Source: an optimization exercise on an open RTL-to-GDS flow (aim: small area and a short achievable clock period). Production flows keep margins and buffers that such runs may drop. RTL that was checked went through simulation tests only; none was proved equivalent to the original.

Design systolic_array, start of the top module:
module systolic_array #(
    parameter M           = 5,
    parameter N           = 3,
    parameter K           = 4,
    parameter DATA_WIDTH  = 32
) (
    input clk,
    input rst_n,
    input [DATA_WIDTH*M-1:0] X,
    input [DATA_WIDTH*K-1:0] W,
    output reg [DATA_WIDTH*M*K-1:0] Y,
    output done
);
reg [3:0] cnt;
reg done_q;
always @(posedge clk or negedge rst_n) begin
    if (!rst_n) begin
        cnt <= 4'd0;
        done_q <= 1'b0;
    end else begin
        if (cnt != 4'd15) cnt <= cnt + 4'd1;
        if (cnt == 4'd13) done_q <= 1'b1;
    end
end
assign done = done_q;
reg [2:0] ld;     
reg [M-1:0] clr;  
reg [3:0] wy;     
reg rot;          
always @(posedge clk or negedge rst_n) begin
    if (!rst_n) begin
        ld <= 3'b001;
        clr <= {M{1'b0}};
        wy <= 4'd0;
        rot <= 1'b1;
    end else begin
        ld <= {cnt == 4'd1, cnt == 4'd0, 1'b0};
        clr <= {M{(cnt == 4'd0) | (cnt == 4'd1) | (cnt == 4'd6) | (cnt == 4'd7)}};
        wy[0] <= (cnt == 4'd5);
        rot <= (cnt <= 4'd10);
        wy[1] <= (cnt == 4'd6);
        wy[2] <= (cnt == 4'd11);
        wy[3] <= (cnt == 4'd12);
    end
end
wire ldany = |ld;
reg [31:0] wq [0:9];
wire [31:0] wq0_d = (ld[0] | ld[2]) ? W[0 +: 32] : ld[1] ? W[32 +: 32] : wq[1];
integer q;
always @(posedge clk) begin
    for (q = 0; q < 9; q = q + 1) wq[q] <= wq[q+1];
    if (ld[0] | ld[2]) begin
        wq[0] <= W[0 +: 32];  wq[3] <= W[32 +: 32];
        wq[6] <= W[64 +: 32]; wq[9] <= W[96 +: 32];
    end else if (ld[1]) begin
        wq[0] <= W[32 +: 32]; wq[3] <= W[0 +: 32];
        wq[6] <= W[96 +: 32]; wq[9] <= W[64 +: 32];
    end else begin
        wq[9] <= W[64 +: 32];
    end
end
function [15:0] bone(input [31:0] x);
    integer k;
    begin
        for (k = 0; k < 16; k = k + 1)
            bone[k] = x[2*k] ^ ((k == 0) ? 1'b0 : x[(k == 0) ? 0 : 2*k-1]);
    end
endfunction
function [15:0] btwo(input [31:0] x);
    integer k;
    reg b2, b1, b0;
    begin
        for (k = 0; k < 16; k = k + 1) begin
            b2 = x[2*k+1];
            b1 = x[2*k];
            b0 = (k == 0) ? 1'b0 : x[(k == 0) ? 0 : 2*k-1];
            btwo[k] = (b2 & ~b1 & ~b0) | (~b2 & b1 & b0);
        end
    end
endfunction
integer xb;
genvar i, k;
  ...
Size in the first run: ~930 I/O pins.
clock: 8.5 ns
lec_check: 0
abc_area: 1
cap_margin: 20
core_margin: 2
core_utilization: 50
cts_cluster_diameter: 150
cts_cluster_size: 20
place_density: 0.6
setup_slack_margin: 5
slew_margin: 20
synth_hierarchical: 1
standard.sh (not shown) runs the stock make flow with config.mk's settings and CLKGATE_MAP_FILE= SYNTH_SCRIPT=/design/flow/synth_recipe.tcl, a recipe that flattens the netlist after the stock synthesis.
==> flow/flow/run.sh <==
#!/bin/bash
# The standard layout with two changes:
#  - input and output ports are buffered with plain buffers (buf_1) instead
#    of the delay cells buffer_ports picks by default;
#  - after the standard synthesis, fa_polarity.py complements some full
#    adders (a full adder is self-dual) so that fewer inverters are needed
#    between them; registers and all other cells are unchanged.
set -euo pipefail
export BUFFER_PORTS_ARGS="-buffer_cell sky130_fd_sc_hd__buf_1"
RES=orfs/results/${FLOW_PLATFORM}/systolic_array/base
bash standard.sh synth > make_synth.log 2>&1
python3 flow/fa_polarity.py $RES/1_2_yosys.v $RES/1_2_yosys.pol.v > fa_polarity.log 2>&1
cp $RES/1_2_yosys.v 1_2_yosys.standard.v
mv $RES/1_2_yosys.pol.v $RES/1_2_yosys.v
rm -f $RES/1_synth.odb $RES/1_synth.sdc
bash standard.sh > make_layout.log 2>&1
Other scripts of this flow, unchanged in this note and not shown: flow/flow/fa_polarity.py
Edit:
--- a/flow/design.v
+++ b/flow/design.v
@@ -79,38 +79,28 @@
     begin
         for (k = 0; k < 16; k = k + 1) begin
             b2 = x[2*k+1];
             b1 = x[2*k];
             b0 = (k == 0) ? 1'b0 : x[(k == 0) ? 0 : 2*k-1];
             btwo[k] = (b2 & ~b1 & ~b0) | (~b2 & b1 & b0);
         end
     end
 endfunction
-integer xb;
-genvar i, k;
+genvar i;
 generate
     for (i = 0; i < M; i = i + 1) begin : row
-        reg [15:0] xodd;
-        wire [31:0] xr0;
+        reg [31:0] xr0;
         wire [31:0] xr1 = Y[32*(4*i+2) +: 32];
         wire [31:0] xr2 = Y[32*(4*i+3) +: 32];
         reg [15:0] eone, etwo;       
-        for (k = 0; k < 16; k = k + 1) begin : xd
-            assign xr0[2*k+1] = xodd[k];
-            if (k == 0) begin : b0
-                assign xr0[0] = eone[0];
-            end else begin : bk
-                assign xr0[2*k] = eone[k] ^ xodd[k-1];
-            end
-        end
         wire [31:0] xr0_d = ldany ? X[32*i +: 32] : xr1;
         always @(posedge clk) begin
-            for (xb = 0; xb < 16; xb = xb + 1) xodd[xb] <= xr0_d[2*xb+1];
+            xr0 <= xr0_d;
             eone <= bone(xr0_d);
             etwo <= btwo(xr0_d);
         end
         wire [31:0] sum;
         wire [31:0] x = xr0;
         wire [31:0] w;
         wcopy wc (.clk(clk), .d(wq0_d), .q(w));
         wire uclr = clr[i];
         reg [31:0] acc;        
Effect: Wire length went up by 2.2%; critical path depth is unchanged; cell area went up by 1.2%; non-clock buffer count went down by 13; worst hold slack got worse by 0.0081 ns; setup slack improved by 0.21 ns.
The RTL of the first run of this note was laid out without a check of its function.

## re-timing with driven ports
The flow's constraints put no driver on any port. The routed layouts listed below were extracted and timed again, unchanged, in two steps.
Step 1 sets driving cells, clkbuf_16 on the clock port and buf_2 on the other inputs (assumed; they add their load-dependent delay and slew).
Step 2 adds t to the input delays and takes it off the output delays; t is the mean of the earliest and latest rising clock arrival at the registers after step 1. Input paths then give back, and output paths get back, about the clock's delay inside the block.
Three values: ideal, step 1, step 2; two values: the first two.
run | shift t [ns] | slack for setup (ns) | worst hold slack (ns)
the first run | 0.934 | 4.797 / 4.797 / 4.797 | 0.319 / 0.319 / 0.319
the second run | 0.948 | 5.004 / 4.973 / 5.004 | 0.311 / 0.311 / 0.311
After both steps every run listed still meets setup and hold.
